Context: an optimization exercise on an open-source flow, tuned for small area, a short achievable clock period and few clock cycles. The choices shown serve that exercise and are no tape-out recipe. Function was checked by simulation only, so behaviour that the tests miss may differ from the original. No activity file was given, so power comes from the tool's default toggle rates.

--- flow/config.mk ---
export PLATFORM = sky130hd
export DESIGN_NAME = P_Liu
export DESIGN_NICKNAME = P_Liu
export VERILOG_FILES = /design/flow/design.v
export SDC_FILE = /design/flow/constraint.sdc
export NUM_CORES = 4
export LEC_CHECK = 0
export CAP_MARGIN = 20
export CORE_MARGIN = 2
export CORE_UTILIZATION = 40
export SLEW_MARGIN = 20
--- flow/constraint.sdc ---
create_clock -name core_clock -period 11.0 [get_ports {clk}]
set_input_delay 2.2000 -clock core_clock [delete_from_list [all_inputs] [get_ports {clk}]]
set_output_delay 2.2000 -clock core_clock [all_outputs]
set_load 0.01 [all_outputs]
--- flow/design.v ---
module C_KSAdd #(parameter W = 16) (
	input [W-1:0] a,
	input [W-1:0] b,
	input ci,
	output [W-1:0] s,
	output co
);
	wire [W-1:0] p = a ^ b;
	wire [W-1:0] g0 = (a & b) | {{(W-1){1'b0}}, p[0] & ci};
	reg [W-1:0] g, pp;
	integer d, i;
	always @* begin
		g = g0;
		pp = p;
		for (d = 1; d < W; d = d * 2) begin
			for (i = W - 1; i >= d; i = i - 1) begin
				g[i] = g[i] | (pp[i] & g[i - d]);
				pp[i] = pp[i] & pp[i - d];
			end
		end
	end
	assign s = p ^ {g[W-2:0], ci};
	assign co = g[W-1];
endmodule
module P_Liu (
	input clk,
	input rst,
	input [15:0] inputLine,
	output [15:0] outputLine,
	output outputLineWrite,
	output [9:0] imem_addr,
	input [15:0] imem_rdata,
	output [9:0] dmem_addr,
	output [15:0] dmem_wdata,
	output dmem_we,
	input [15:0] dmem_rdata
);
	reg [9:0] fa;         
	reg dv;               
	reg [15:0] ir;        
	reg [8:0] sa;         
	reg [9:0] sb;         
	reg xv;               
	reg xp;               
	reg c_imm, c_sub, c_inv, c_addi, c_sp9;    
	reg lph;              
	reg [9:0] maddr;      
	reg mwe;              
	reg [15:0] wdr;       
	reg owr;              
	reg rq;               
	reg [15:0] sp, ra, pc;
	reg [15:0] x0, x1, x2, x3, x4, x5, x6, x7;
	assign imem_addr = fa;
	assign dmem_addr = maddr;
	assign dmem_we = mwe;
	assign dmem_wdata = wdr;
	assign outputLine = wdr;
	assign outputLineWrite = owr;
	wire [15:0] iw = imem_rdata;
	wire d_load = (iw[15:12] == 4'b0101) | (iw[15:6] == 10'b0111000011) |
	              (iw[15:10] == 6'b001110);
	wire d_a_rs2 = iw[15:12] == 4'b0000;
	wire d_a_ra  = iw[15:11] == 5'b00111;
	wire [2:0] d_ra = d_a_rs2 ? iw[8:6] : iw[2:0];
	wire [8:0] d_sa = d_a_ra ? 9'h100 : {1'b0, 8'd1 << d_ra};
	wire d_g_sp = iw[15:10] == 6'b011101;
	wire d_b_sp = (d_g_sp & ((iw[9:3] == 7'b0100000) | (iw[9:3] == 7'b0000000))) |
	              (iw[15:10] == 6'b011110) | (iw[15:11] == 5'b00111) |
	              (iw[15:13] == 3'b010);
	wire d_b_pc = d_g_sp & ((iw[9:3] == 7'b1100000) | (iw[9:3] == 7'b1000000));
	wire [9:0] d_sb = d_b_sp ? 10'h100 : (d_b_pc ? 10'h200 : {2'b00, 8'd1 << iw[5:3]});
	wire [15:0] pc2;
	C_KSAdd #(.W(15)) PC2 (.a(pc[15:1]), .b(15'd0), .ci(1'b1), .s(pc2[15:1]), .co());
	assign pc2[0] = pc[0];
	wire d_far = (iw[15:10] == 6'b001111) | (iw[15:10] == 6'b011111) |
	             (iw[15:12] == 4'b0110);
	wire d_pred = d_far | (iw[15] & iw[12]);
	wire [9:0] pcd = xv ? pc2[10:1] : pc[10:1];
	wire [9:0] d_tfar, d_tbr;
	C_KSAdd #(.W(10)) DTFAR (.a(pcd), .b(iw[9:0]), .ci(1'b0), .s(d_tfar), .co());
	C_KSAdd #(.W(10)) DTBR (.a(pcd), .b({{3{iw[12]}}, iw[12:6]}), .ci(1'b0), .s(d_tbr), .co());
	wire [9:0] d_tgt = d_far ? d_tfar : d_tbr;
	wire d_i_addi = iw[15:12] == 4'b0010;
	wire d_i_sp9 = iw[15:13] == 3'b010;                       
	wire d_a_imm = d_i_addi | d_i_sp9 | (iw[15:10] == 6'b011110) |   
	               (iw[15:10] == 6'b001110);                         
	wire d_a_sub = iw[15:9] == 7'b0000100;
	wire d_a_inv = d_a_sub | iw[15];
	wire [2:0] rd  = ir[2:0];
	wire i_alu   = ir[15:12] == 4'b0000;
	wire i_lu    = ir[15:11] == 5'b00010;
	wire i_ll    = ir[15:11] == 5'b00011;
	wire i_addi  = ir[15:12] == 4'b0010;
	wire i_shift = ir[15:11] == 5'b00110;
	wire i_ret   = ir[15:10] == 6'b001110;
	wire i_jump  = ir[15:10] == 6'b001111;
	wire i_strsp = ir[15:12] == 4'b0100;
	wire i_rtvsp = ir[15:12] == 4'b0101;
	wire g_io    = ir[15:10] == 6'b011100;
	wire i_str   = g_io & (ir[9:6] == 4'b0010);
	wire i_rtv   = g_io & (ir[9:6] == 4'b0011);
	wire g_rw    = g_io & (ir[9:7] != 3'b001);
	wire i_read  = g_rw & (ir[5:3] == 3'b000);
	wire i_write = g_rw & (ir[5:3] != 3'b000);
	wire g_sp    = ir[15:10] == 6'b011101;
	wire i_getsp = g_sp & (ir[9:3] == 7'b0000000);
	wire i_chgsp = g_sp & (ir[9:3] == 7'b0100000);
	wire i_setsp = g_sp & (ir[9:3] == 7'b0100001);
	wire i_getpc = g_sp & (ir[9:3] == 7'b1000000);
	wire i_chgpc = g_sp & (ir[9:3] == 7'b1100000);
	wire i_setpc = g_sp & ~i_getsp & ~i_chgsp & ~i_setsp & ~i_getpc & ~i_chgpc;
	wire i_chgspi = ir[15:10] == 6'b011110;
	wire i_chgpci = (ir[15:10] == 6'b011111) | (ir[15:12] == 4'b0110);
	wire i_br    = ir[15];
	wire i_load  = i_rtvsp | i_rtv | i_ret;
	wire i_store = i_strsp | i_str | i_jump;
	wire [15:0] A = ({16{sa[0]}} & x0) | ({16{sa[1]}} & x1) | ({16{sa[2]}} & x2) |
	                ({16{sa[3]}} & x3) | ({16{sa[4]}} & x4) | ({16{sa[5]}} & x5) |
	                ({16{sa[6]}} & x6) | ({16{sa[7]}} & x7) | ({16{sa[8]}} & ra);
	wire [15:0] B = ({16{sb[0]}} & x0) | ({16{sb[1]}} & x1) | ({16{sb[2]}} & x2) |
	                ({16{sb[3]}} & x3) | ({16{sb[4]}} & x4) | ({16{sb[5]}} & x5) |
	                ({16{sb[6]}} & x6) | ({16{sb[7]}} & x7) | ({16{sb[8]}} & sp) |
	                ({16{sb[9]}} & pc);
	wire [2:0] aop = ir[11:9];
	wire [15:0] imm6   = {{10{ir[11]}}, ir[11:6]};
	wire [15:0] imm9s  = {{6{ir[11]}}, ir[11:3], 1'b0};
	wire [15:0] imm10s = {{5{ir[9]}}, ir[9:0], 1'b0};
	wire [15:0] imm7s  = {{8{ir[12]}}, ir[12:6], 1'b0};
	wire a_sub = c_sub;
	wire a_imm = c_imm;
	wire [15:0] immA = c_addi ? imm6 : (c_sp9 ? imm9s : imm10s);
	wire a_inv = c_inv;
	wire [15:0] ain2 = a_imm ? immA : (A ^ {16{a_inv}});
	wire [15:0] ap = B ^ ain2;
	wire [15:0] ag = B & ain2;
	wire [15:0] kg0 = {ag[15:1], ag[0] | (ap[0] & a_sub)};
	wire [15:0] kp0 = ap;
	wire [15:0] kg1 = kg0 | (kp0 & {kg0[14:0], 1'b0});
	wire [15:0] kp1 = kp0 & {kp0[14:0], 1'b0};
	wire [15:0] kg2 = kg1 | (kp1 & {kg1[13:0], 2'b0});
	wire [15:0] kp2 = kp1 & {kp1[13:0], 2'b0};
	wire [15:0] kg3 = kg2 | (kp2 & {kg2[11:0], 4'b0});
	wire [15:0] kp3 = kp2 & {kp2[11:0], 4'b0};
	wire [15:0] kg4 = kg3 | (kp3 & {kg3[7:0], 8'b0});
	wire [15:0] sum = ap ^ {kg4[14:0], a_sub};
	wire eq = &ap;
	wire lt = kg4[15];
	reg cond;
	always @* begin
		case (ir[14:13])
			2'b00: cond = eq;
			2'b01: cond = lt;
			2'b10: cond = ~eq;
			default: cond = ~lt;
		endcase
	end
	reg [15:0] lg;
	always @* begin
		case (aop[1:0])
			2'b01: lg = ag;
			2'b10: lg = ag | ap;
			default: lg = ap;
		endcase
	end
	wire [3:0] sk = ir[9:6];
	wire [31:0] rot2 = {B, B} << sk;
	wire [15:0] rot = rot2[31:16];
	wire [15:0] lowm = ~(16'hFFFF << sk);
	wire [15:0] sh = rot & (ir[10] ? lowm : ~lowm);
	wire [15:0] pcadd;
	C_KSAdd #(.W(15)) PCADD (.a(pc[15:1]), .b(i_br ? imm7s[15:1] : imm10s[15:1]), .ci(1'b0),
		.s(pcadd[15:1]), .co());
	assign pcadd[0] = pc[0];
	wire nr = ~rq;
	wire s_mem = nr & lph;
	wire s_add = nr & ~lph & ((i_alu & (aop[1:0] == 2'b00)) | i_addi);
	wire s_log = nr & ~lph & i_alu & (aop[1:0] != 2'b00);
	wire s_sh  = nr & ~lph & i_shift;
	wire s_lu  = nr & ~lph & i_lu;
	wire s_ll  = nr & ~lph & i_ll;
	wire s_b   = nr & ~lph & (i_getsp | i_getpc);
	wire s_in  = nr & ~lph & i_read;
	wire [15:0] wdata =
		({16{s_mem}} & dmem_rdata) |
		({16{s_add}} & sum) |
		({16{s_log}} & (lg ^ {16{aop[2]}})) |
		({16{s_sh}} & sh) |
		({16{s_lu}} & {ir[10:3], A[7:0]}) |
		({16{s_ll}} & {{8{ir[10]}}, ir[10:3]}) |
		({16{s_b}} & B) |
		({16{s_in}} & inputLine);
	wire xdone = xv & (~i_load | lph);
	wire gpr_we = xdone & (i_alu | i_lu | i_ll | i_addi | i_shift | i_rtvsp |
	                       i_rtv | i_read | i_getsp | i_getpc);
	wire sp_we = xdone & (i_chgsp | i_chgspi | i_ret | i_setsp);
	wire ra_we = xdone & (i_jump | i_ret);
	wire btk = i_br & cond;
	wire j_add = i_jump | i_chgpci | btk;
	wire j_a = i_ret | i_setpc;
	wire p_sum = nr & i_chgpc;
	wire p_a = nr & j_a;
	wire p_add = nr & j_add;
	wire p_2 = nr & ~(i_chgpc | j_a | j_add);
	wire [15:0] npc = ({16{p_sum}} & sum) | ({16{p_a}} & A) |
	                  ({16{p_add}} & pcadd) | ({16{p_2}} & pc2);
	wire r_sum = xv & i_chgpc;
	wire r_a = xv & ((i_setpc) | (i_ret & ~lph));
	wire r_add = xv & btk & ~xp;
	wire r_2 = xv & i_br & ~cond & xp;
	wire redir = r_sum | r_a | r_add | r_2;
	wire capture = ~(xv & i_load & ~lph);
	wire f_d = ~redir & dv & d_pred;
	wire f_inc = ~redir & ~(dv & (d_pred | d_load));
	wire f_hold = ~redir & dv & d_load;
	wire [9:0] fa1;
	C_KSAdd #(.W(10)) FA1 (.a(fa), .b(10'd0), .ci(1'b1), .s(fa1), .co());
	wire [9:0] nfa = ({10{r_sum}} & sum[10:1]) | ({10{r_a}} & A[10:1]) |
	                 ({10{r_add}} & pcadd[10:1]) | ({10{r_2}} & pc2[10:1]) |
	                 ({10{f_d}} & d_tgt) | ({10{f_inc}} & fa1) |
	                 ({10{f_hold}} & fa);
	always @(posedge clk or posedge rst) begin
		if (rst) begin
			fa <= 10'd0;
			dv <= 1'b0;
			xv <= 1'b0;
			lph <= 1'b0;
			mwe <= 1'b0;
			owr <= 1'b0;
		end else begin
			fa <= nfa;
			dv <= f_inc;
			if (capture) xv <= dv & ~redir;
			lph <= xv & i_load & ~lph;
			mwe <= xv & i_store;
			owr <= xv & i_write;
		end
	end
	always @(posedge clk) begin
		if (capture) begin
			ir <= iw;
			sa <= d_sa;
			sb <= d_sb;
			xp <= d_pred;
			c_imm <= d_a_imm;
			c_sub <= d_a_sub;
			c_inv <= d_a_inv;
			c_addi <= d_i_addi;
			c_sp9 <= d_i_sp9;
		end
		maddr <= (i_str | i_rtv | i_jump) ? B[10:1] : sum[10:1];
		wdr <= A;
	end
	always @(posedge clk) rq <= rst;
	wire [7:0] rf_we = {8{rq}} | ({8{gpr_we}} & (8'd1 << rd));
	always @(posedge clk) begin
		if (rq | xdone) pc <= npc;
		if (rq | sp_we) sp <= ({16{nr & i_setsp}} & A) | ({16{nr & ~i_setsp}} & sum);
		if (rq | ra_we) ra <= ({16{nr & i_ret}} & dmem_rdata) | ({16{nr & ~i_ret}} & pc2);
		if (rf_we[0]) x0 <= wdata;
		if (rf_we[1]) x1 <= wdata;
		if (rf_we[2]) x2 <= wdata;
		if (rf_we[3]) x3 <= wdata;
		if (rf_we[4]) x4 <= wdata;
		if (rf_we[5]) x5 <= wdata;
		if (rf_we[6]) x6 <= wdata;
		if (rf_we[7]) x7 <= wdata;
	end
endmodule
--- flow/flow/run.sh ---
#!/bin/bash
set -euo pipefail
bash standard.sh SETUP_SLACK_MARGIN=7.3 TNS_END_PERCENT=10 \
  "BUFFER_PORTS_ARGS=-buffer_cell sky130_fd_sc_hd__buf_2" \
  finish > standard_make.log 2>&1
--- flow/standard.sh ---
#!/bin/bash
# synth_recipe.tcl (not shown) runs the flow's synth.tcl, then flattens the netlist and writes it again
# the make line also repeats each setting of config.mk as NAME=value (left out here)
make -C /OpenROAD-flow-scripts/flow DESIGN_CONFIG=/design/flow/config.mk WORK_HOME=/design/flow/orfs CLKGATE_MAP_FILE= SYNTH_SCRIPT=/design/flow/synth_recipe.tcl "${@:-finish}"
==> results of run 1 <==
## logic make-up after synthesis
group | count (synthesis)
compound gates | 546
simple gates | 474
flops | 259
buf+inv | 228
xor+xnor | 95
fa+ha+maj | 74
mux | 68
## area by class of cell
| type | instances | area (µm²) | share of cell area (%) |
|---|---|---|---|
| tap | 585 | 732 | 3.50 |
| multi-input combinational | 1262 | 9750 | 46.7 |
| inverter | 79 | 300 | 1.44 |
| clock buffer | 35 | 790 | 3.78 |
| sequential | 259 | 7430 | 35.6 |
| timing repair buffer | 246 | 1650 | 7.89 |
| clock inverter | 21 | 239 | 1.14 |
## state kept, by name (all words and copies together), names as in the netlist, 16 cells and up
register	cells
x3	16
x2	16
pc	16
x1	16
x7	16
x0	16
sp	16
x5	16
x6	16
x4	16
ir	16
ra	16
wdr	16
## through the flow
| stage | worst slack, ps | area [µm²] | utilization (%) | hold WS [ps] |
|---|---|---|---|---|
| after global routing | 6450 | 20900 | 48.6 | 661 |
| after CTS | 6660 | 20500 | 47.8 | 608 |
| after global placement | 5660 | 18300 | 42.5 | 577 |
| after floorplan | 6930 | 17500 | - | 497 |
| after detailed placement | 5580 | 18300 | 42.5 | 592 |
| final | 6510 | 20900 | 48.6 | 615 |
## worst max-delay path by stage
| stage | slack (ps) | endpoint | depth (start not counted) | start |
|---|---|---|---|---|
| after detailed placement | 5580 | pc[13]$_DFFE_PP_ | 16 | sa[7]$_SDFFCE_PP0N_ |
| after global routing | 6450 | fa[3]$_DFF_PP0_ | 16 | sa[7]$_SDFFCE_PP0N_ |
| after CTS | 6660 | pc[9]$_DFFE_PP_ | 16 | sa[7]$_SDFFCE_PP0N_ |
| after floorplan | 6930 | fa[1]$_DFF_PP0_ | 16 | sa[2]$_SDFFCE_PP0N_ |
| final | 6510 | x7[2]$_DFFE_PP_ | 12 | sa[7]$_SDFFCE_PP0N_ |
| after global placement | 5660 | pc[13]$_DFFE_PP_ | 16 | sa[7]$_SDFFCE_PP0N_ |
## worst reg2reg max path: cells and delay by family (launching register included)
family,cells,cell delay (ps)
AO/OA/AOI/OAI,6,2260
XOR/XNOR,2,490
adder cells (fa/ha/maj),2,650
buffers and inverters,1,40
flip-flops,1,500
AND/OR/NAND/NOR,1,170
## layer usage
layer  GRT usage, %  wire (µm)
met1           45.1      28900
met4           19.9       5610
met5              0          0
met3           7.55       9820
met2           49.2      31900
## cell usage after synthesis, types with 7 or more instances
library cell / instances / share of area [%]
sky130_fd_sc_hd__mux2i_1: 54 / 3.1
sky130_fd_sc_hd__and2_1: 7 / 0.25
sky130_fd_sc_hd__a31oi_1: 8 / 0.29
sky130_fd_sc_hd__nand2_1: 122 / 2.6
sky130_fd_sc_hd__nand3_1: 48 / 1.4
sky130_fd_sc_hd__inv_1: 77 / 1.7
sky130_fd_sc_hd__ha_1: 69 / 5.0
sky130_fd_sc_hd__nor2_1: 127 / 2.7
sky130_fd_sc_hd__buf_4: 23 / 0.99
sky130_fd_sc_hd__o21a_1: 28 / 1.2
sky130_fd_sc_hd__o211ai_1: 19 / 0.82
sky130_fd_sc_hd__a21o_1: 17 / 0.73
sky130_fd_sc_hd__and4_1: 7 / 0.35
sky130_fd_sc_hd__mux2_2: 9 / 0.58
sky130_fd_sc_hd__a22o_1: 40 / 2.0
sky130_fd_sc_hd__dfxtp_1: 27 / 3.1
sky130_fd_sc_hd__o221ai_2: 10 / 0.86
sky130_fd_sc_hd__o2111ai_1: 12 / 0.60
sky130_fd_sc_hd__nand2b_1: 21 / 0.76
sky130_fd_sc_hd__buf_2: 11 / 0.32
sky130_fd_sc_hd__edfxtp_1: 217 / 38
sky130_fd_sc_hd__and3_1: 21 / 0.76
sky130_fd_sc_hd__o21ai_0: 62 / 1.8
sky130_fd_sc_hd__nand4_1: 7 / 0.25
sky130_fd_sc_hd__or3_1: 11 / 0.40
sky130_fd_sc_hd__nor3_1: 40 / 1.2
sky130_fd_sc_hd__a211oi_1: 23 / 0.99
sky130_fd_sc_hd__a22oi_1: 80 / 3.5
sky130_fd_sc_hd__nor2b_1: 22 / 0.79
sky130_fd_sc_hd__xor2_1: 42 / 2.1
sky130_fd_sc_hd__nor4_1: 9 / 0.32
sky130_fd_sc_hd__xnor2_1: 52 / 2.6
sky130_fd_sc_hd__a21oi_1: 99 / 2.9
sky130_fd_sc_hd__a222oi_1: 29 / 1.7
sky130_fd_sc_hd__a221oi_1: 63 / 3.2
sky130_fd_sc_hd__buf_1: 9 / 0.19
sky130_fd_sc_hd__dfrtp_1: 15 / 2.2
sky130_fd_sc_hd__clkbuf_1: 101 / 2.2
## power by group through the flow
stage	logic, mW	registers, mW	clock network, mW
after floorplan	1.61	1.48	0
after global placement	2.40	1.62	0
after detailed placement	2.41	1.62	0
after CTS	2.76	1.56	1.05
after global routing	3.14	1.59	1.10
final	3.00	1.58	1.05
## timing repair
action                     in CTS  in global routing
buffers inserted               95                 16
gates resized for setup        96                 39
pin swaps                      34                 36
setup endpoints to repair     259                341
cloned                          5                  0
==> impl_summary.log, run 1 <==
[metrics] run status: timing/DRC/antenna clean
[metrics] drt pass-1 iters: 9
[metrics] worst r2r src: sa[7]$_SDFFCE_PP0N_
[metrics] fill cell total of the finished layout: 4002
[metrics] nets: 2002
[metrics] P_sw: 2.56 mW
[metrics] number of clock buffers inserted by TritonCTS: 30
[metrics] number of rows created at floorplan: 76
[metrics] #FFs+latches synth: 259
[metrics] latest clock arrival within the worst-skew pair: 600 ps
[metrics] Post-synth EDFFs: 217
[metrics] fraction of power spent switching nets: 45.5%
[metrics] Syn Nets: 1868
[metrics] Detailed Route WL: 76200 µm
[metrics] share of the synthesized netlist area taken by xor and xnor gates: 4.87%
[metrics] Max H-tree Level: 1
[metrics] initial antenna violation count: 0
[metrics] number of unique standard cell types used by synthesis: 89
[metrics] clock slew seen by the registers of the worst setup and hold paths: 60 ps
[metrics] maximum number of pins on one net before global-route repair: 53
[metrics] total count of hold-check failures in the final report: 0
[metrics] Critical Path Sink Type: register
[metrics] slew at the pin closest to its max-slew limit: 1180 ps
[metrics] total of buffers placed on input and output ports: 103
[metrics] WP data required: 11230 ps
[metrics] total power per unit cell area: 269 mW/mm²
[metrics] Leak Pwr: 8.22 nW
[metrics] relative contribution of the clock network to total power: 18.7%
[metrics] total congestion overflow after global routing: 0
[metrics] combinational share of power: 53.3%
[metrics] Max Clock Freq: 223 MHz
[metrics] dominant combinational cell family by area after synthesis: compound AO/OA/AOI/OAI gates
[metrics] post-route clock period utilization: 40.8%
[metrics] root buf cell: sky130_fd_sc_hd__clkbuf_16
[metrics] Slowest Stage Delay on Critical Path: 500 ps
[metrics] power after layout: 5.63 mW
[metrics] internal power contribution: 3.07 mW
[metrics] Total GRT Usage: 33.5%
[metrics] critical path arrival: 4710 ps
[metrics] HP Class: reg2reg
[metrics] hold-fix buffer count after cts: 0
[metrics] Reg power frac: 28.0%
[metrics] width of the die: 212 µm
[metrics] FF-to-FF End: x7[2]$_DFFE_PP_
[metrics] fraction of final layout cells sized beyond drive strength 1: 23.1%
[metrics] Register-to-Register Setup Slack: 6510 ps
[metrics] Period minus WS final: 4490 ps
[metrics] Avg Cell Area, Syn: 9.96 µm²
[metrics] non-filler cells in the finished layout: 2487
[metrics] Clock Tree Buf Depth: 3
[metrics] half-perimeter wire length after detailed placement: 52400 µm
[metrics] via count of the first global-routing pass: 15.7k
[metrics] worst hold path endpoint: fa[1]$_DFF_PP0_
[metrics] gate count of the mapped netlist: 1744
[metrics] die area: 0.0451 mm²
[metrics] Compound-Gate Fraction of Synth Area: 23.5%
[metrics] setup repair after global routing missed its margin: yes
[metrics] ANT cells: 0
[metrics] Die Height: 212 µm
[metrics] leading cell type in the layout, fill and taps excluded: sky130_fd_sc_hd__edfxtp_1
[metrics] global-route wire length before repair: 109000 µm
[metrics] critical path cell sequence: a222oi_1, nand3_1, a221oi_4, xor2_1, o21ai_2, fa_2, inv_2, fa_2, xnor2_1, a222oi_1, a21boi_1, o211ai_1
[metrics] maximum VDD drop: 0.000155 V
[metrics] share of synthesized cell area in full adder, half adder and majority cells: 5.54%
[metrics] number of max-slew violations in the final report: 0
[metrics] clock sink total: 259
[metrics] dpl cells: 2315
[metrics] simple-gate share of the synthesized area: 13.3%
[metrics] count of antenna-violating nets left after detailed routing: 0
[metrics] hold path start: fa[1]$_DFF_PP0_
[metrics] number of DRC markers after the initial detailed-route iteration: 2909
[metrics] Floorplan Core Area: 0.0430 mm²
[metrics] Post-synth ARST share: 5.79%
[metrics] Yosys warning count: 3
[metrics] mux cell area share after synthesis: 4.34%
[metrics] aggregate negative setup slack: 0 ps
[metrics] number of remaining DRC errors: 0
[metrics] number of cells on the worst reg-to-reg path: 12
[metrics] Initial Utilization: 40.4%
[metrics] number of top-level pins: 104
[metrics] kind of launch point of the worst setup path: register
[metrics] Final setup violation count: 0
[metrics] cell at the slowest stage of the critical path: sky130_fd_sc_hd__edfxtp_1
[metrics] setup clock skew after layout: 29.4 ps
[metrics] routability congestion estimate from global placement: 1.01
[metrics] top library cells by usage in the layout, fill and taps aside: sky130_fd_sc_hd__edfxtp_1, sky130_fd_sc_hd__buf_4, sky130_fd_sc_hd__nor2_1
[metrics] sequential fraction of the synthesis area: 42.8%
[metrics] TritonCTS clock tree: yes
[metrics] largest fanout on the critical path: 8
[metrics] Max-slew headroom: 20.6%
[metrics] post-detailed-route wirelength per cell: 30.6 µm
[metrics] category of the most critical setup path: reg2reg
[metrics] Area growth, synth to finish: 20.3%
[metrics] post-synth design cell area: 0.0174 mm²
[metrics] cell depth of the worst min-delay path: 2
[metrics] top cell family by delay on the critical path: compound AO/OA/AOI/OAI gates
[metrics] flip-flop cell with the highest count after synthesis: sky130_fd_sc_hd__edfxtp_1
[metrics] Avg Vias per Cell: 6.69
[metrics] number of max-capacitance violations reported: 0
[metrics] buffers plus inverters on the worst setup path: 1
[metrics] via count: 16.6k
Testbench counts, summed over its fixed seeds: cycles 59,843.
==> inputs of run 2 (changes only) <==
==> flow/flow/run.sh (replaced) <==
#!/bin/bash
set -euo pipefail
bash standard.sh SETUP_SLACK_MARGIN=6.5 TNS_END_PERCENT=10 \
  "BUFFER_PORTS_ARGS=-buffer_cell sky130_fd_sc_hd__buf_2" \
  finish > standard_make.log 2>&1
==> run 2 against run 1 <==
Still clean. Clock skew is 11 ps lower. Worst hold slack better by 18 ps. Wire length is 2.3% lower. First-iteration DRC count is 1.5% lower. Combinational power is 6% lower. Sequential cell count stayed put. Via count is 2.6% lower. Register-to-register slack worse by 300 ps. Utilization is 1.7 points lower. Critical path type unchanged. Critical endpoint is now x2[3]$_DFFE_PP_. Largest power group unchanged.
==> impl_summary.log, run 2 <==
[metrics] number of max-slew violations in the final report: 0
[metrics] Die Height: 212 µm
[metrics] #FFs+latches synth: 259
[metrics] root buf cell: sky130_fd_sc_hd__clkbuf_16
[metrics] Area growth, synth to finish: 16.1%
[metrics] Post-synth EDFFs: 217
[metrics] fill cell total of the finished layout: 4113
[metrics] top library cells by usage in the layout, fill and taps aside: sky130_fd_sc_hd__edfxtp_1, sky130_fd_sc_hd__nor2_1, sky130_fd_sc_hd__nand2_1
[metrics] flip-flop and latch area: 0.00743 mm²
[metrics] flip-flop cell with the highest count after synthesis: sky130_fd_sc_hd__edfxtp_1
[metrics] largest fanout on the critical path: 16
[metrics] total count of hold-check failures in the final report: 0
[metrics] Floorplan Core Area: 0.0430 mm²
[metrics] Max H-tree Level: 1
[metrics] width of the die: 212 µm
[metrics] hold-fix buffer count after cts: 0
[metrics] die area: 0.0451 mm²
[metrics] gate count of the mapped netlist: 1744
[metrics] Synth area leader: sky130_fd_sc_hd__edfxtp_1
[metrics] slew at the pin closest to its max-slew limit: 1310 ps
[metrics] worst r2r src: sb[8]$_SDFFCE_PP1N_
[metrics] nets: 1956
[metrics] ANT cells: 0
[metrics] total area of multi-input combinational cells: 0.00928 mm²
[metrics] critical path arrival: 5110 ps
[metrics] post-layout util: 46.9%
[metrics] Syn Nets: 1868
[metrics] area share of the leading cell type in the synthesized netlist: 37.5%
[metrics] setup repair after global routing missed its margin: yes
[metrics] initial antenna violation count: 1
[metrics] post-route clock period utilization: 43.5%
[metrics] Yosys warning count: 3
[metrics] maximum VDD drop: 0.000175 V
[metrics] run status: timing/DRC/antenna clean
[metrics] TritonCTS clock tree: yes
[metrics] maximum number of pins on one net before global-route repair: 52
[metrics] number of rows created at floorplan: 76
[metrics] Clock Tree Buf Depth: 3
[metrics] setup clock skew after layout: 18.7 ps
[metrics] Avg Vias per Cell: 6.64
[metrics] Avg Cell Area, Syn: 9.96 µm²
[metrics] Initial Utilization: 40.4%
[metrics] total of buffers placed on input and output ports: 103
[metrics] Max-slew headroom: 12.2%
[metrics] via count: 16.2k
[metrics] leading cell type in the layout, fill and taps excluded: sky130_fd_sc_hd__edfxtp_1
[metrics] clock sink total: 259
[metrics] Detailed Route WL: 74400 µm
[metrics] total power per unit cell area: 272 mW/mm²
[metrics] Max Clock Freq: 209 MHz
[metrics] number of remaining DRC errors: 0
[metrics] crit path from: sb[8]$_SDFFCE_PP1N_
[metrics] kind of launch point of the worst setup path: register
[metrics] Leak Pwr: 7.90 nW
[metrics] number of DRC markers after the initial detailed-route iteration: 2864
[metrics] Final setup violation count: 0
[metrics] number of unique standard cell types used by synthesis: 89
[metrics] aggregate negative setup slack: 0 ps
[metrics] sequential fraction of the synthesis area: 42.8%
[metrics] Critical Path Sink Type: register
[metrics] hold path start: fa[1]$_DFF_PP0_
[metrics] Post-synth ARST share: 5.79%
[metrics] number of clock buffers inserted by TritonCTS: 30
[metrics] category of the most critical setup path: reg2reg
[metrics] number of max-capacitance violations reported: 0
[metrics] synth cell count leaders: sky130_fd_sc_hd__edfxtp_1, sky130_fd_sc_hd__nor2_1, sky130_fd_sc_hd__nand2_1
[metrics] WP data required: 11330 ps
[metrics] post-detailed-route wirelength per cell: 30.5 µm
[metrics] via count of the first global-routing pass: 15.1k
[metrics] number of top-level pins: 104
[metrics] Total GRT Usage: 32.7%
[metrics] Period minus WS final: 4780 ps
[metrics] Worst Slack Setup Final: 6220 ps
[metrics] routability congestion estimate from global placement: 0.981
[metrics] Setup Slack @ Placement: 5400 ps
[metrics] global-route wire length before repair: 107000 µm
[metrics] total congestion overflow after global routing: 0
[metrics] top-count cell post-synth: sky130_fd_sc_hd__edfxtp_1
[metrics] count of antenna-violating nets left after detailed routing: 0
[metrics] clock slew seen by the registers of the worst setup and hold paths: 70 ps
[metrics] latest clock arrival within the worst-skew pair: 600 ps
[metrics] drt pass-1 iters: 8
[metrics] HP Class: reg2reg
[metrics] biggest area contributors in the synthesized netlist: sky130_fd_sc_hd__edfxtp_1, sky130_fd_sc_hd__ha_1, sky130_fd_sc_hd__a22oi_1
[metrics] half-perimeter wire length after detailed placement: 52800 µm
[metrics] post-synth design cell area: 0.0174 mm²
[metrics] fraction of final layout cells sized beyond drive strength 1: 19.1%
[run 2: cell counts after synthesis]
Identical to the previous run, type by type.
[run 2: final cells by class]
type | instances | area share [%]
well taps | 585 | 3.63
inverters | 79 | 1.47
repair buffers | 203 | 6.71
clock buffers | 32 | 3.81
multi-input cells | 1259 | 46.0
flip-flops and latches | 259 | 36.9
clock inverters | 24 | 1.53
[run 2: power breakdown]
part | switching [mW] | total, mW | internal [mW]
clock | 0.458 | 1.09 | 0.634
combinational | 1.82 | 2.81 | 0.991
sequential | 0.241 | 1.58 | 1.34
total | 2.52 | 5.48 | 2.96
[run 2: stage by stage]
step / instances / hold WS [ps] / area, µm² / power [mW]
2_1_floorplan: 1744 / 533 / 17400 / 3.07
3_3_place_gp: 2320 / 605 / 18200 / 4.08
3_5_place_dp: 2320 / 609 / 18200 / 4.09
4_1_cts: 2433 / 633 / 20000 / 5.31
5_1_grt: 2441 / 655 / 20200 / 5.67
6_report: 2441 / 633 / 20200 / 5.48
[run 2: what timing repair did]
| action | CTS | global route |
|---|---|---|
| pin swaps | 5 | 6 |
| gates resized for setup | 40 | 14 |
| endpoints found under the setup margin | 158 | 143 |
| setup buffers | 57 | 6 |
| gates cloned | 0 | 2 |
[run 2: layer usage]
layer | routed length [µm] | global-route usage (%) | vias up
met5 | 14 | 0 | -
met2 | 31700 | 49.1 | 1281
met1 | 29500 | 45.5 | 7804
met3 | 9130 | 7.15 | 273
met4 | 4140 | 13.6 | 2
li1 | - | - | 6853
[run 2: worst paths after layout]
path / to / slack (ps) / depth (start not counted)
setup / recovery: x2[3]$_DFFE_PP_ / 6220 / 10
hold / removal: fa[1]$_DFF_PP0_ / 630 / 2
setup reg to reg: x2[3]$_DFFE_PP_ / 6220 / 10
hold reg to reg: fa[1]$_DFF_PP0_ / 630 / 2
max in group asynchronous: fa[5]$_DFF_PP0_ / 8810 / 2
min in group asynchronous: mwe$_DFF_PP0_ / 1730 / 2
[run 2: logic make-up after synthesis]
| logic type | Yosys count | share of synthesized area [%] |
|---|---|---|
| AO/OA/AOI/OAI | 546 | 23.5 |
| AND/OR/NAND/NOR | 474 | 13.3 |
| flip-flops | 259 | 42.8 |
| buffers and inverters | 228 | 5.68 |
| XOR/XNOR | 95 | 4.87 |
| adder cells (fa/ha/maj) | 74 | 5.54 |
| multiplexers | 68 | 4.34 |
[run 2: critical path, cell delays in order (launching register included)]
cell and delay, ps:
sky130_fd_sc_hd__edfxtp_1 760, sky130_fd_sc_hd__a22o_1 340, sky130_fd_sc_hd__a221oi_1 200, sky130_fd_sc_hd__and3_1 500, sky130_fd_sc_hd__inv_1 160, sky130_fd_sc_hd__ha_1 340, sky130_fd_sc_hd__a21o_1 230, sky130_fd_sc_hd__a21oi_1 120
sky130_fd_sc_hd__xnor2_1 1010, sky130_fd_sc_hd__a221oi_1 300, sky130_fd_sc_hd__nand3_1 510
==> inputs of run 3 (changes only) <==
==> flow/flow/run.sh (replaced) <==
#!/bin/bash
set -euo pipefail
bash standard.sh TNS_END_PERCENT=10 \
  "BUFFER_PORTS_ARGS=-buffer_cell sky130_fd_sc_hd__buf_2" \
  floorplan > standard_make_floorplan.log 2>&1
bash standard.sh SETUP_SLACK_MARGIN=6.5 TNS_END_PERCENT=10 \
  "BUFFER_PORTS_ARGS=-buffer_cell sky130_fd_sc_hd__buf_2" \
  finish > standard_make.log 2>&1
==> run 3 against run 2 <==
Critical path depth grew 3. Non-clock buffer count grew 28. Setup slack gained 250 ps. Sequential share of layout area shrank 0.17 points. Sequential cell count is the same. Total power shrank 4.8%. Clock skew is 9.5 ps higher. Still clean. Worst hold slack gained 4.8 ps. Highest routed layer unchanged. Cell area grew 0.45%.
==> impl_summary.log, run 3 <==
[metrics] global-route wire length before repair: 104000 µm
[metrics] Area growth, synth to finish: 16.6%
[metrics] sequential fraction of the synthesis area: 42.8%
[metrics] fill cell total of the finished layout: 4073
[metrics] relative contribution of the clock network to total power: 17.1%
[metrics] run status: timing/DRC/antenna clean
[metrics] width of the die: 212 µm
[metrics] initial antenna violation count: 4
[metrics] area share of the leading cell type in the synthesized netlist: 37.5%
[metrics] Reg power frac: 29.7%
[metrics] Detailed Route WL: 73800 µm
[metrics] cell at the slowest stage of the critical path: sky130_fd_sc_hd__xnor2_1
[metrics] leading cell type in the layout, fill and taps excluded: sky130_fd_sc_hd__edfxtp_1
[metrics] total stage count of the critical path: 13
[metrics] routability congestion estimate from global placement: 1.01
[metrics] Final setup violation count: 0
[metrics] top cell family by delay on the critical path: compound AO/OA/AOI/OAI gates
[metrics] total congestion overflow after global routing: 0
[metrics] number of clock buffers inserted by TritonCTS: 28
[metrics] nets: 1981
[metrics] Slowest Stage Delay on Critical Path: 800 ps
[metrics] total power per unit cell area: 257 mW/mm²
[metrics] top library cells by usage in the layout, fill and taps aside: sky130_fd_sc_hd__edfxtp_1, sky130_fd_sc_hd__nor2_1, sky130_fd_sc_hd__nand2_1
[metrics] synth cell count leaders: sky130_fd_sc_hd__edfxtp_1, sky130_fd_sc_hd__nor2_1, sky130_fd_sc_hd__nand2_1
[metrics] WP data required: 11240 ps
[metrics] met3 track utilization from global routing: 7.43%
[metrics] number of DRC markers after the initial detailed-route iteration: 2432
[metrics] Critical Path Sink Type: register
[metrics] number of unique standard cell types used by synthesis: 89
[metrics] aggregate negative setup slack: 0 ps
[metrics] post-detailed-route wirelength per cell: 29.9 µm
[metrics] met1 routing resource usage after global routing: 43.7%
[metrics] drt pass-1 iters: 9
[metrics] Post-Place Cell Area: 0.0182 mm²
[metrics] die area: 0.0451 mm²
[metrics] root buf cell: sky130_fd_sc_hd__clkbuf_16
[metrics] largest fanout on the critical path: 8
[metrics] Post-synth EDFFs: 217
[metrics] Avg Cell Area, Syn: 9.96 µm²
[metrics] via count of the first global-routing pass: 15.2k
[metrics] number of cells on the worst reg-to-reg path: 13
[metrics] #FFs+latches synth: 259
[metrics] Die Height: 212 µm
[metrics] internal power contribution: 2.81 mW
[metrics] critical path cell sequence: a222oi_1, nand3_1, a221oi_4, xor2_1, o21ai_2, fa_2, inv_2, fa_2, buf_4, xnor2_1, a222oi_1, a21boi_0, o211ai_1
[metrics] fraction of final layout cells sized beyond drive strength 1: 20.7%
[metrics] count of antenna-violating nets left after detailed routing: 0
[metrics] latest clock arrival within the worst-skew pair: 590 ps
[metrics] maximum number of pins on one net before global-route repair: 52
[metrics] fraction of power spent switching nets: 46.1%
[metrics] Post-synth ARST share: 5.79%
[metrics] Total GRT Usage: 32.0%
[metrics] HP Class: reg2reg
[metrics] Leak Pwr: 7.94 nW
[metrics] number of rows created at floorplan: 76
[metrics] number of max-slew violations in the final report: 0
[metrics] Yosys warning count: 3
[metrics] number of remaining DRC errors: 0
[metrics] number of max-capacitance violations reported: 0
[metrics] critical path arrival: 4780 ps
[metrics] Avg Vias per Cell: 6.64
[metrics] slew at the pin closest to its max-slew limit: 1200 ps
[metrics] post-layout util: 47.1%
[metrics] category of the most critical setup path: reg2reg
[metrics] clock slew seen by the registers of the worst setup and hold paths: 70 ps
[metrics] setup repair after global routing missed its margin: yes
[metrics] biggest area contributors in the synthesized netlist: sky130_fd_sc_hd__edfxtp_1, sky130_fd_sc_hd__ha_1, sky130_fd_sc_hd__a22oi_1
[metrics] Period minus WS final: 4530 ps
[metrics] number of top-level pins: 104
[metrics] total of buffers placed on input and output ports: 103
[metrics] Max H-tree Level: 1
[metrics] Max-slew headroom: 20.2%
[metrics] combinational share of power: 53.2%
[metrics] maximum VDD drop: 0.000149 V
[metrics] post-synth design cell area: 0.0174 mm²
[metrics] P_sw: 2.40 mW
[metrics] flip-flop cell with the highest count after synthesis: sky130_fd_sc_hd__edfxtp_1
[metrics] Syn Nets: 1868
[metrics] total count of hold-check failures in the final report: 0
[metrics] layer with the highest usage: met2
[metrics] TritonCTS clock tree: yes
[metrics] Clock Tree Buf Depth: 3
[metrics] Max Clock Freq: 221 MHz
[metrics] setup clock skew after layout: 28.3 ps
[metrics] via count: 16.4k
[metrics] Initial Utilization: 40.4%
[metrics] top-count cell post-synth: sky130_fd_sc_hd__edfxtp_1
[metrics] post-route clock period utilization: 41.2%
[metrics] gate count of the mapped netlist: 1744
[metrics] Synth area leader: sky130_fd_sc_hd__edfxtp_1
[metrics] kind of launch point of the worst setup path: register
[metrics] clock sink total: 259
[metrics] final design instance area without fill: 0.0203 mm²
[metrics] met2 Track Usage GR: 47.8%
[metrics] cell depth of the worst min-delay path: 2
[metrics] buffers plus inverters on the worst setup path: 2
[metrics] Floorplan Core Area: 0.0430 mm²
[metrics] half-perimeter wire length after detailed placement: 51700 µm
==> run 3: cell counts after synthesis <==
No cell type changed its count.
==> run 3: final timing paths <==
kind,start,to,slack [ps]
setup reg to reg,sa[7]$_SDFFCE_PP0N_,x6[2]$_DFFE_PP_,6470
hold reg to reg,fa[1]$_DFF_PP0_,fa[1]$_DFF_PP0_,640
max in group asynchronous,rst,xv$_DFFE_PP0N_,8890
hold / removal,fa[1]$_DFF_PP0_,fa[1]$_DFF_PP0_,640
min in group asynchronous,rst,fa[0]$_DFF_PP0_,1710
setup / recovery,sa[7]$_SDFFCE_PP0N_,x6[2]$_DFFE_PP_,6470
==> run 3: layout make-up <==
| cell class | count | area (µm²) | area share [%] |
|---|---|---|---|
| Clock inverter | 23 | 150 | 0.741 |
| Antenna cell | 1 | 2.50 | 0.0124 |
| Sequential cell | 259 | 7430 | 36.7 |
| Inverter | 79 | 300 | 1.48 |
| Clock buffer | 29 | 704 | 3.48 |
| Timing Repair Buffer | 231 | 1560 | 7.71 |
| Multi-Input combinational cell | 1258 | 9380 | 46.3 |
| Tap cell | 585 | 732 | 3.61 |
==> run 3: cells by family (layout without fill, tap and decap cells) <==
kind of cell / after synthesis / count (layout) / share of synthesized area (%)
compound gates: 546 / 546 / 23.5
xor+xnor: 95 / 95 / 4.87
fa+ha+maj: 74 / 74 / 5.54
buf+inv: 228 / 362 / 5.68
flops: 259 / 259 / 42.8
mux: 68 / 68 / 4.34
other cells: 0 / 1 / 0
simple gates: 474 / 475 / 13.3
==> run 3: power groups by stage <==
| stage | combinational (mW) | sequential (mW) | clock (mW) |
|---|---|---|---|
| 2_1_floorplan | 1.59 | 1.48 | 0 |
| 3_3_place_gp | 2.40 | 1.59 | 0 |
| 3_5_place_dp | 2.41 | 1.59 | 0 |
| 4_1_cts | 2.57 | 1.54 | 0.897 |
| 5_1_grt | 2.92 | 1.56 | 0.933 |
| 6_report | 2.77 | 1.55 | 0.890 |
==> run 3: layer usage <==
metal / up-vias / part of all wire (%)
met2: 1238 / 42
met5: - / 0.037
met3: 262 / 12
met1: 7954 / 39
li1: 6913 / -
met4: 4 / 6.1
==> run 3: worst reg2reg max path, cell delays in order, from the launching register on <==
cell,delay (ps)
sky130_fd_sc_hd__edfxtp_1,400
sky130_fd_sc_hd__a222oi_1,400
sky130_fd_sc_hd__nand3_1,170
sky130_fd_sc_hd__a221oi_4,350
sky130_fd_sc_hd__xor2_1,140
sky130_fd_sc_hd__o21ai_2,210
sky130_fd_sc_hd__fa_2,250
sky130_fd_sc_hd__inv_2,50
sky130_fd_sc_hd__fa_2,410
sky130_fd_sc_hd__buf_4,150
sky130_fd_sc_hd__xnor2_1,800
sky130_fd_sc_hd__a222oi_1,260
sky130_fd_sc_hd__a21boi_0,200
sky130_fd_sc_hd__o211ai_1,410
==> run 3: timing repair <==
item	in CTS	in global routing
hold buffers	0	0
pin swaps	6	30
buffers inserted	68	23
gates cloned	0	1
gates resized for setup	40	46
setup endpoints to repair	163	135
==> run 3: through the flow <==
stage / std cells / setup slack, ps / hold slack [ps] / power [mW]
detailed placement: 2319 / 4790 / 585 / 4.00
finish: 2465 / 6470 / 638 / 5.21
global placement: 2319 / 4970 / 589 / 3.99
floorplan: 1744 / 6460 / 533 / 3.07
CTS: 2439 / 6410 / 619 / 5.00
global route: 2464 / 6350 / 663 / 5.41
==> inputs of run 4 (changes only) <==
--- a/flow/design.v
+++ b/flow/design.v
@@ -38,8 +38,10 @@
 	reg [9:0] fa;         
 	reg dv;               
 	reg [15:0] ir;        
-	reg [8:0] sa;         
-	reg [9:0] sb;         
+	reg [15:0] opa;       
+	reg [15:0] opb;       
+	reg fwa, fwb;         
+	reg [15:0] res;       
 	reg xv;               
 	reg xp;               
 	reg c_imm, c_sub, c_inv, c_addi, c_sp9;    
@@ -48,7 +50,6 @@
 	reg mwe;              
 	reg [15:0] wdr;       
 	reg owr;              
-	reg rq;               
 	reg [15:0] sp, ra, pc;
 	reg [15:0] x0, x1, x2, x3, x4, x5, x6, x7;
 	assign imem_addr = fa;
@@ -70,16 +71,12 @@
 	              (iw[15:13] == 3'b010);
 	wire d_b_pc = d_g_sp & ((iw[9:3] == 7'b1100000) | (iw[9:3] == 7'b1000000));
 	wire [9:0] d_sb = d_b_sp ? 10'h100 : (d_b_pc ? 10'h200 : {2'b00, 8'd1 << iw[5:3]});
-	wire [15:0] pc2;
-	C_KSAdd #(.W(15)) PC2 (.a(pc[15:1]), .b(15'd0), .ci(1'b1), .s(pc2[15:1]), .co());
-	assign pc2[0] = pc[0];
 	wire d_far = (iw[15:10] == 6'b001111) | (iw[15:10] == 6'b011111) |
 	             (iw[15:12] == 4'b0110);
 	wire d_pred = d_far | (iw[15] & iw[12]);
-	wire [9:0] pcd = xv ? pc2[10:1] : pc[10:1];
 	wire [9:0] d_tfar, d_tbr;
-	C_KSAdd #(.W(10)) DTFAR (.a(pcd), .b(iw[9:0]), .ci(1'b0), .s(d_tfar), .co());
-	C_KSAdd #(.W(10)) DTBR (.a(pcd), .b({{3{iw[12]}}, iw[12:6]}), .ci(1'b0), .s(d_tbr), .co());
+	C_KSAdd #(.W(10)) DTFAR (.a(pc[10:1]), .b(iw[9:0]), .ci(xv), .s(d_tfar), .co());
+	C_KSAdd #(.W(10)) DTBR (.a(pc[10:1]), .b({{3{iw[12]}}, iw[12:6]}), .ci(xv), .s(d_tbr), .co());
 	wire [9:0] d_tgt = d_far ? d_tfar : d_tbr;
 	wire d_i_addi = iw[15:12] == 4'b0010;
 	wire d_i_sp9 = iw[15:13] == 3'b010;                       
@@ -115,13 +112,8 @@
 	wire i_br    = ir[15];
 	wire i_load  = i_rtvsp | i_rtv | i_ret;
 	wire i_store = i_strsp | i_str | i_jump;
-	wire [15:0] A = ({16{sa[0]}} & x0) | ({16{sa[1]}} & x1) | ({16{sa[2]}} & x2) |
-	                ({16{sa[3]}} & x3) | ({16{sa[4]}} & x4) | ({16{sa[5]}} & x5) |
-	                ({16{sa[6]}} & x6) | ({16{sa[7]}} & x7) | ({16{sa[8]}} & ra);
-	wire [15:0] B = ({16{sb[0]}} & x0) | ({16{sb[1]}} & x1) | ({16{sb[2]}} & x2) |
-	                ({16{sb[3]}} & x3) | ({16{sb[4]}} & x4) | ({16{sb[5]}} & x5) |
-	                ({16{sb[6]}} & x6) | ({16{sb[7]}} & x7) | ({16{sb[8]}} & sp) |
-	                ({16{sb[9]}} & pc);
+	wire [15:0] A = fwa ? res : opa;
+	wire [15:0] B = fwb ? res : opb;
 	wire [2:0] aop = ir[11:9];
 	wire [15:0] imm6   = {{10{ir[11]}}, ir[11:6]};
 	wire [15:0] imm9s  = {{6{ir[11]}}, ir[11:3], 1'b0};
@@ -168,13 +160,17 @@
 	wire [15:0] rot = rot2[31:16];
 	wire [15:0] lowm = ~(16'hFFFF << sk);
 	wire [15:0] sh = rot & (ir[10] ? lowm : ~lowm);
+	wire [15:0] pc2;
+	C_KSAdd #(.W(15)) INC_PC (.a(pc[15:1]), .b(15'd0), .ci(1'b1), .s(pc2[15:1]), .co());
+	assign pc2[0] = pc[0];
 	wire [15:0] pcadd;
 	C_KSAdd #(.W(15)) PCADD (.a(pc[15:1]), .b(i_br ? imm7s[15:1] : imm10s[15:1]), .ci(1'b0),
 		.s(pcadd[15:1]), .co());
 	assign pcadd[0] = pc[0];
-	wire nr = ~rq;
+	wire nr = ~rst;
 	wire s_mem = nr & lph;
-	wire s_add = nr & ~lph & ((i_alu & (aop[1:0] == 2'b00)) | i_addi);
+	wire s_add = nr & ~lph & ((i_alu & (aop[1:0] == 2'b00)) | i_addi | i_chgsp | i_chgspi);
+	wire s_a   = nr & ~lph & i_setsp;
 	wire s_log = nr & ~lph & i_alu & (aop[1:0] != 2'b00);
 	wire s_sh  = nr & ~lph & i_shift;
 	wire s_lu  = nr & ~lph & i_lu;
@@ -189,33 +185,50 @@
 		({16{s_lu}} & {ir[10:3], A[7:0]}) |
 		({16{s_ll}} & {{8{ir[10]}}, ir[10:3]}) |
 		({16{s_b}} & B) |
-		({16{s_in}} & inputLine);
+		({16{s_in}} & inputLine) |
+		({16{s_a}} & A);
 	wire xdone = xv & (~i_load | lph);
 	wire gpr_we = xdone & (i_alu | i_lu | i_ll | i_addi | i_shift | i_rtvsp |
 	                       i_rtv | i_read | i_getsp | i_getpc);
-	wire sp_we = xdone & (i_chgsp | i_chgspi | i_ret | i_setsp);
+	wire sp_fw = xv & (i_chgsp | i_chgspi | i_setsp);
+	wire sp_we = sp_fw | (xv & i_ret & ~lph);
 	wire ra_we = xdone & (i_jump | i_ret);
 	wire btk = i_br & cond;
 	wire j_add = i_jump | i_chgpci | btk;
-	wire j_a = i_ret | i_setpc;
 	wire p_sum = nr & i_chgpc;
-	wire p_a = nr & j_a;
+	wire p_a = nr & i_setpc;
+	wire p_ra = nr & i_ret;
 	wire p_add = nr & j_add;
-	wire p_2 = nr & ~(i_chgpc | j_a | j_add);
-	wire [15:0] npc = ({16{p_sum}} & sum) | ({16{p_a}} & A) |
+	wire p_2 = nr & ~(i_chgpc | i_setpc | i_ret | j_add);
+	wire [15:0] npc = ({16{p_sum}} & sum) | ({16{p_a}} & A) | ({16{p_ra}} & ra) |
 	                  ({16{p_add}} & pcadd) | ({16{p_2}} & pc2);
 	wire r_sum = xv & i_chgpc;
-	wire r_a = xv & ((i_setpc) | (i_ret & ~lph));
+	wire r_a = xv & i_setpc;
+	wire r_ra = xv & i_ret & ~lph;
 	wire r_add = xv & btk & ~xp;
 	wire r_2 = xv & i_br & ~cond & xp;
-	wire redir = r_sum | r_a | r_add | r_2;
+	wire redir = r_sum | r_a | r_ra | r_add | r_2;
 	wire capture = ~(xv & i_load & ~lph);
+	wire [15:0] pcd = xv ? pc2 : pc;
+	wire [15:0] d_a =
+		({16{d_sa[0]}} & x0) | ({16{d_sa[1]}} & x1) | ({16{d_sa[2]}} & x2) |
+		({16{d_sa[3]}} & x3) | ({16{d_sa[4]}} & x4) | ({16{d_sa[5]}} & x5) |
+		({16{d_sa[6]}} & x6) | ({16{d_sa[7]}} & x7) | ({16{d_sa[8]}} & ra);
+	wire [15:0] d_b =
+		({16{d_sb[0]}} & x0) | ({16{d_sb[1]}} & x1) | ({16{d_sb[2]}} & x2) |
+		({16{d_sb[3]}} & x3) | ({16{d_sb[4]}} & x4) | ({16{d_sb[5]}} & x5) |
+		({16{d_sb[6]}} & x6) | ({16{d_sb[7]}} & x7) | ({16{d_sb[8]}} & sp) |
+		({16{d_sb[9]}} & pcd);
+	wire [7:0] x_wr = {8{gpr_we}} & (8'd1 << rd);
+	wire d_fwa = |(d_sa[7:0] & x_wr);
+	wire d_fwb = (|(d_sb[7:0] & x_wr)) | (d_sb[8] & sp_fw);
 	wire f_d = ~redir & dv & d_pred;
 	wire f_inc = ~redir & ~(dv & (d_pred | d_load));
 	wire f_hold = ~redir & dv & d_load;
 	wire [9:0] fa1;
 	C_KSAdd #(.W(10)) FA1 (.a(fa), .b(10'd0), .ci(1'b1), .s(fa1), .co());
 	wire [9:0] nfa = ({10{r_sum}} & sum[10:1]) | ({10{r_a}} & A[10:1]) |
+	                 ({10{r_ra}} & ra[10:1]) |
 	                 ({10{r_add}} & pcadd[10:1]) | ({10{r_2}} & pc2[10:1]) |
 	                 ({10{f_d}} & d_tgt) | ({10{f_inc}} & fa1) |
 	                 ({10{f_hold}} & fa);
@@ -239,8 +252,6 @@
 	always @(posedge clk) begin
 		if (capture) begin
 			ir <= iw;
-			sa <= d_sa;
-			sb <= d_sb;
 			xp <= d_pred;
 			c_imm <= d_a_imm;
 			c_sub <= d_a_sub;
@@ -248,15 +259,19 @@
 			c_addi <= d_i_addi;
 			c_sp9 <= d_i_sp9;
 		end
-		maddr <= (i_str | i_rtv | i_jump) ? B[10:1] : sum[10:1];
+		opa <= d_a;
+		opb <= d_b;
+		fwa <= d_fwa;
+		fwb <= d_fwb;
+		res <= wdata;
+		if (~lph) maddr <= (i_str | i_rtv | i_jump) ? B[10:1] : sum[10:1];
 		wdr <= A;
 	end
-	always @(posedge clk) rq <= rst;
-	wire [7:0] rf_we = {8{rq}} | ({8{gpr_we}} & (8'd1 << rd));
+	wire [7:0] rf_we = {8{rst}} | ({8{gpr_we}} & (8'd1 << rd));
 	always @(posedge clk) begin
-		if (rq | xdone) pc <= npc;
-		if (rq | sp_we) sp <= ({16{nr & i_setsp}} & A) | ({16{nr & ~i_setsp}} & sum);
-		if (rq | ra_we) ra <= ({16{nr & i_ret}} & dmem_rdata) | ({16{nr & ~i_ret}} & pc2);
+		if (rst | xdone) pc <= npc;
+		if (rst | sp_we) sp <= ({16{nr & i_setsp}} & A) | ({16{nr & ~i_setsp}} & sum);
+		if (rst | ra_we) ra <= ({16{nr & i_ret}} & dmem_rdata) | ({16{nr & ~i_ret}} & pc2);
 		if (rf_we[0]) x0 <= wdata;
 		if (rf_we[1]) x1 <= wdata;
 		if (rf_we[2]) x2 <= wdata;
==> flow/flow/run.sh (replaced) <==
#!/bin/bash
set -euo pipefail
bash standard.sh SETUP_SLACK_MARGIN=7.3 TNS_END_PERCENT=10 finish > standard_make.log 2>&1
--- a/flow/config.mk
+++ b/flow/config.mk
@@ -7,5 +7,5 @@
 export LEC_CHECK = 0
 export CAP_MARGIN = 20
 export CORE_MARGIN = 2
-export CORE_UTILIZATION = 40
+export CORE_UTILIZATION = 60
 export SLEW_MARGIN = 20
==> run 4 against run 3 <==
Still clean. Via count rose by 20%. Utilization rose by 29 points. Synthesized cell count rose by 12%. First-iteration DRC count rose by 67%. Non-clock buffer count rose by 38. Combinational power fell by about 10%. Clock-buffer cell count rose by 14. Global-route usage rose by 17 points. Critical endpoint is now x0[8]$_DFFE_PP_. Highest routed layer unchanged.
==> impl_summary.log, run 4 <==
[metrics] run status: timing/DRC/antenna clean
[metrics] slew at the pin closest to its max-slew limit: 1060 ps
[metrics] Clock Tree Buf Depth: 3
[metrics] die area: 0.0326 mm²
[metrics] Post-synth EDFFs: 208
[metrics] gate count of the mapped netlist: 1945
[metrics] global-route wire length before repair: 119000 µm
[metrics] Max-slew headroom: 28.7%
[metrics] post-synth design cell area: 0.0187 mm²
[metrics] setup clock skew after layout: 22.6 ps
[metrics] HP Class: reg2reg
[metrics] clock sink total: 289
[metrics] largest fanout on the critical path: 13
[metrics] TritonCTS clock tree: yes
[metrics] post-detailed-route wirelength per cell: 33.3 µm
[metrics] Initial Utilization: 60.9%
[metrics] Avg Cell Area, Syn: 9.61 µm²
[metrics] half-perimeter wire length after detailed placement: 54800 µm
[metrics] mux cell area share after synthesis: 5.70%
[metrics] drt pass-1 iters: 13
[metrics] via count: 19.6k
[metrics] fraction of final layout cells sized beyond drive strength 1: 20.8%
[metrics] Die Height: 181 µm
[metrics] Period minus WS final: 4390 ps
[metrics] number of clock buffers inserted by TritonCTS: 31
[metrics] category of the most critical setup path: in2reg
[metrics] detailed-routed wire length on met2: 34700 µm
[metrics] WP data required: 11300 ps
[metrics] Leak Pwr: 8.92 nW
[metrics] width of the die: 181 µm
[metrics] share of synthesized cell area in full adder, half adder and majority cells: 5.23%
[metrics] total power per unit cell area: 224 mW/mm²
[metrics] total congestion overflow after global routing: 0
[metrics] fill cell total of the finished layout: 2089
[metrics] total of buffers placed on input and output ports: 103
[metrics] dominant combinational cell family by area after synthesis: compound AO/OA/AOI/OAI gates
[metrics] Total GRT Usage: 49.5%
[metrics] sequential fraction of the synthesis area: 42.5%
[metrics] synth cell count leaders: sky130_fd_sc_hd__edfxtp_1, sky130_fd_sc_hd__nand2_1, sky130_fd_sc_hd__nor2_1
[metrics] Max Clock Freq: 228 MHz
[metrics] maximum number of pins on one net before global-route repair: 42
[metrics] number of remaining DRC errors: 0
[metrics] number of rows created at floorplan: 64
[metrics] top-count cell post-synth: sky130_fd_sc_hd__edfxtp_1
[metrics] Yosys warning count: 3
[metrics] total count of hold-check failures in the final report: 0
[metrics] flip-flop cell with the highest count after synthesis: sky130_fd_sc_hd__edfxtp_1
[metrics] Final setup violation count: 0
[metrics] Syn Nets: 2069
[metrics] #FFs+latches synth: 289
[metrics] M1 WL: 27600 µm
[metrics] kind of launch point of the worst setup path: input port
[metrics] critical path arrival: 4690 ps
[metrics] Area growth, synth to finish: 24.3%
[metrics] share of the synthesized netlist area taken by xor and xnor gates: 4.78%
[metrics] biggest area contributors in the synthesized netlist: sky130_fd_sc_hd__edfxtp_1, sky130_fd_sc_hd__dfxtp_1, sky130_fd_sc_hd__ha_1
[metrics] number of unique standard cell types used by synthesis: 89
[metrics] via count of the first global-routing pass: 17.8k
[metrics] initial antenna violation count: 4
[metrics] root buf cell: sky130_fd_sc_hd__clkbuf_16
[metrics] area share of the leading cell type in the synthesized netlist: 33.4%
[metrics] Critical Path Sink Type: register
[metrics] number of DRC markers after the initial detailed-route iteration: 4050
[metrics] number of max-capacitance violations reported: 0
[metrics] top library cells by usage in the layout, fill and taps aside: sky130_fd_sc_hd__edfxtp_1, sky130_fd_sc_hd__nand2_1, sky130_fd_sc_hd__nor2_1
[metrics] clock slew seen by the registers of the worst setup and hold paths: 60 ps
[metrics] maximum VDD drop: 0.000168 V
[metrics] post-route clock period utilization: 39.9%
[metrics] met3 routed WL: 14000 µm
[metrics] latest clock arrival within the worst-skew pair: 620 ps
[metrics] simple-gate share of the synthesized area: 13.7%
[metrics] Avg Vias per Cell: 7.69
[metrics] Post-Place Cell Area: 0.0202 mm²
[metrics] leading cell type in the layout, fill and taps excluded: sky130_fd_sc_hd__edfxtp_1
[metrics] Synth area leader: sky130_fd_sc_hd__edfxtp_1
[metrics] Floorplan Core Area: 0.0307 mm²
[metrics] Highest Signal Layer: met5
[metrics] number of top-level pins: 104
[metrics] setup repair after global routing missed its margin: yes
[metrics] Compound-Gate Fraction of Synth Area: 23.1%
[metrics] Max H-tree Level: 1
[metrics] nets: 2243
[metrics] count of antenna-violating nets left after detailed routing: 0
[metrics] Detailed Route WL: 84800 µm
[metrics] number of max-slew violations in the final report: 0
[metrics] aggregate negative setup slack: 0 ps
[metrics] Post-synth ARST share: 5.19%
[metrics] final design instance area without fill: 0.0232 mm²
[metrics] routability congestion estimate from global placement: 1.07
[run 4: power breakdown]
group | switching, mW | internal [mW]
registers | 0.226 | 1.42
logic | 1.51 | 0.968
clock network | 0.479 | 0.605
total | 2.22 | 3.00
[run 4: path summary, 6_finish.rpt]
kind	end	slack (ps)	from	depth (start not counted)
worst max-delay path	x0[8]$_DFFE_PP_	6610	rst	8
worst min-delay path	opb[8]$_DFF_P_	480	sp[8]$_DFFE_PP_	2
worst max register to register	fa[9]$_DFF_PP0_	6660	fwa$_DFF_P_	14
worst min register to register	opb[8]$_DFF_P_	480	sp[8]$_DFFE_PP_	2
max in group asynchronous	dv$_DFF_PP0_	8700	rst	4
min in group asynchronous	lph$_DFF_PP0_	1970	rst	4
[run 4: metal layers]
metal  vias to the layer above  track usage, %
met5                         -            1.63
met4                         6            34.8
met3                       607            18.5
met2                      2047            71.4
met1                      9166            61.1
li1                       7771               -
[run 4: kinds of logic after synthesis]
logic type               after synthesis
AO/OA/AOI/OAI                        618
XOR/XNOR                             102
adder cells (fa/ha/maj)               74
buffers and inverters                226
flip-flops                           289
multiplexers                          99
AND/OR/NAND/NOR                      537
[run 4: critical path, stage by stage]
cell and delay [ps]:
sky130_fd_sc_hd__buf_2 150, sky130_fd_sc_hd__buf_12 170, sky130_fd_sc_hd__nor2_4 140, sky130_fd_sc_hd__nand2_1 120
sky130_fd_sc_hd__or4_4 560, sky130_fd_sc_hd__o21ai_0 870, sky130_fd_sc_hd__a221oi_1 140, sky130_fd_sc_hd__o221ai_2 320
[run 4: repair_timing]
item,CTS,global route
pin swaps,30,35
endpoints found under the setup margin,290,385
gates cloned,10,2
hold buffers,0,0
setup buffers,76,20
gates resized for setup,174,75
[run 4: cell type report]
| class | count | area, µm² | share of cell area [%] |
|---|---|---|---|
| diodes | 7 | 17.5 | 0.0754 |
| multi-input cells | 1434 | 10700 | 46.2 |
| flip-flops and latches | 289 | 7950 | 34.2 |
| inverters | 94 | 375 | 1.62 |
| repair buffers | 269 | 2630 | 11.3 |
| well taps | 396 | 495 | 2.13 |
| clock buffers | 43 | 871 | 3.75 |
| clock inverters | 15 | 160 | 0.689 |
[run 4: metrics by stage]
stage	hold WS [ps]	worst slack [ps]	total power, mW	instances	utilization, %
2_1_floorplan	432	7000	2.83	1945	-
3_3_place_gp	463	5660	3.60	2372	65.9
3_5_place_dp	469	5510	3.63	2373	66.0
4_1_cts	475	6910	4.88	2517	73.8
5_1_grt	504	6650	5.32	2540	75.7
6_report	476	6610	5.21	2547	75.7
Testbench counts of run 4, summed over its fixed seeds: cycles 59,843.
==> inputs of run 5 (changes only) <==
--- a/flow/config.mk
+++ b/flow/config.mk
@@ -7,5 +7,5 @@
 export LEC_CHECK = 0
 export CAP_MARGIN = 20
 export CORE_MARGIN = 2
-export CORE_UTILIZATION = 60
+export CORE_UTILIZATION = 40
 export SLEW_MARGIN = 20
==> run 5 against run 4 <==
Still clean on timing, DRC and antenna. Sequential cell count unchanged. Critical path depth up 3. Wire length down 0.94%. Critical path type unchanged.
==> impl_summary.log, run 5 <==
[metrics] run status: timing/DRC/antenna clean
[metrics] Final setup violation count: 0
[metrics] Critical Path Sink Type: register
[metrics] global-route wire length before repair: 117000 µm
[metrics] number of top-level pins: 104
[metrics] synth cell count leaders: sky130_fd_sc_hd__edfxtp_1, sky130_fd_sc_hd__nand2_1, sky130_fd_sc_hd__nor2_1
[metrics] aggregate negative setup slack: 0 ps
[metrics] simple-gate share of the synthesized area: 13.7%
[metrics] critical path cell sequence: dlygate4sd2_1, ha_4, nand3_1, o2111ai_1, o211ai_1, o21ai_2, xnor2_1, mux2i_1, xnor2_1, a211oi_4, nand4_1
[metrics] width of the die: 220 µm
[metrics] Max-slew headroom: 30.7%
[metrics] HP Class: reg2reg
[metrics] nets: 2270
[metrics] total power per unit cell area: 216 mW/mm²
[metrics] Initial Utilization: 40.3%
[metrics] Detailed Route WL: 84000 µm
[metrics] number of remaining DRC errors: 0
[metrics] Die Height: 220 µm
[metrics] share of the synthesized netlist area taken by xor and xnor gates: 4.78%
[metrics] Leak Pwr: 9.18 nW
[metrics] crit path from: imem_rdata[2]
[metrics] Avg Cell Area, Syn: 9.61 µm²
[metrics] routability congestion estimate from global placement: 1.05
[metrics] cell at the slowest stage of the critical path: sky130_fd_sc_hd__dlygate4sd2_1
[metrics] total count of hold-check failures in the final report: 0
[metrics] die area: 0.0485 mm²
[metrics] number of max-slew violations in the final report: 0
[metrics] kind of launch point of the worst setup path: input port
[metrics] flip-flop cell with the highest count after synthesis: sky130_fd_sc_hd__edfxtp_1
[metrics] termination of the worst setup path: fa[9]$_DFF_PP0_
[metrics] post-route clock period utilization: 37.4%
[metrics] dominant combinational cell family by area after synthesis: compound AO/OA/AOI/OAI gates
[metrics] number of rows created at floorplan: 79
[metrics] setup clock skew after layout: 23.9 ps
[metrics] Period minus WS final: 4110 ps
[metrics] number of cells on the worst reg-to-reg path: 16
[metrics] top library cells by usage in the layout, fill and taps aside: sky130_fd_sc_hd__edfxtp_1, sky130_fd_sc_hd__nand2_1, sky130_fd_sc_hd__buf_4
[metrics] WP data required: 11450 ps
[metrics] post-synth design cell area: 0.0187 mm²
[metrics] sequential fraction of the synthesis area: 42.5%
[metrics] Compound-Gate Fraction of Synth Area: 23.1%
[metrics] Slowest Stage Delay on Critical Path: 330 ps
[metrics] Syn Nets: 2069
[metrics] ANT cells: 0
[metrics] number of max-capacitance violations reported: 0
[metrics] Total GRT Usage: 33.2%
[metrics] slew at the pin closest to its max-slew limit: 1030 ps
[metrics] via count: 18.1k
[metrics] share of synthesized cell area in full adder, half adder and majority cells: 5.23%
[run 5: cell count changes in the layout (fill, tap and decap cells not counted), sizes merged]
| cell | change |
|---|---|
| a221o | -1 |
| and2 | +1 |
| buf | +22 |
| bufbuf | -4 |
| clkbuf | +9 |
| clkdlybuf4s15 | -2 |
| clkinv | +6 |
| diode | -7 |
| dlygate4sd2 | -1 |
| inv | -3 |
| nor2 | +1 |
| nor3 | -1 |
[run 5: final cells by class]
cell class                 instances  area [µm²]
tap                              607         759
clock buffer                      44         908
sequential                       289        7950
timing repair inverter             1        5.00
multi-input combinational       1434       10900
timing repair buffer             292        2950
clock inverter                    17         181
fill                            4180       22300
inverter                          94         389
[run 5: cell families after synthesis]
logic type,count (synthesis)
compound gates,618
xor+xnor,102
fa+ha+maj,74
buf+inv,226
flops,289
mux,99
simple gates,537
[run 5: where the power goes]
part | total [mW] | internal (mW) | switching, mW | leakage (nW)
registers | 1.65 | 1.42 | 0.230 | 2.90
clock network | 1.14 | 0.641 | 0.499 | 0.537
logic | 2.40 | 0.984 | 1.42 | 5.74
[run 5: per-stage QoR]
stage	hold WS (ps)	power (mW)	setup WS [ps]	area, µm²
global route	466	5.41	6820	24000
detailed placement	453	3.58	5510	20500
CTS	466	4.99	6890	23000
global placement	454	3.56	5590	20500
floorplan	432	2.83	7000	18900
finish	472	5.20	6890	24000
[run 5: how the worst min path moves through the flow]
stage	start	end	slack [ps]	depth (start not counted)
2_1_floorplan	sp[8]$_DFFE_PP_	opb[8]$_DFF_P_	430	2
3_3_place_gp	sp[8]$_DFFE_PP_	opb[8]$_DFF_P_	450	2
3_5_place_dp	sp[8]$_DFFE_PP_	opb[8]$_DFF_P_	450	2
4_1_cts	sp[8]$_DFFE_PP_	opb[8]$_DFF_P_	470	2
5_1_grt	sp[8]$_DFFE_PP_	opb[8]$_DFF_P_	470	2
6_report	sp[8]$_DFFE_PP_	opb[8]$_DFF_P_	470	2
[run 5: what timing repair did]
| item | CTS | global route |
|---|---|---|
| pin swaps | 42 | 40 |
| endpoints found under the setup margin | 319 | 357 |
| gates cloned | 7 | 10 |
| setup buffers | 75 | 47 |
| resized for setup | 187 | 152 |
[run 5: worst min-delay path, delay by kind of cell, from the launching register on]
| family | cells | cell delay, ps |
|---|---|---|
| and+or+nand+nor | 1 | 60 |
| AOI/OAI and AO/OA | 1 | 60 |
| DFF | 1 | 330 |
[run 5: metal layers]
| metal | wire, µm | global-route usage, % | vias up |
|---|---|---|---|
| met5 | 28 | 0 | - |
| met1 | 32300 | 43.7 | 8706 |
| met2 | 36400 | 50.3 | 1266 |
| met3 | 9780 | 8.26 | 298 |
| li1 | - | - | 7800 |
| met4 | 5470 | 18.1 | 4 |
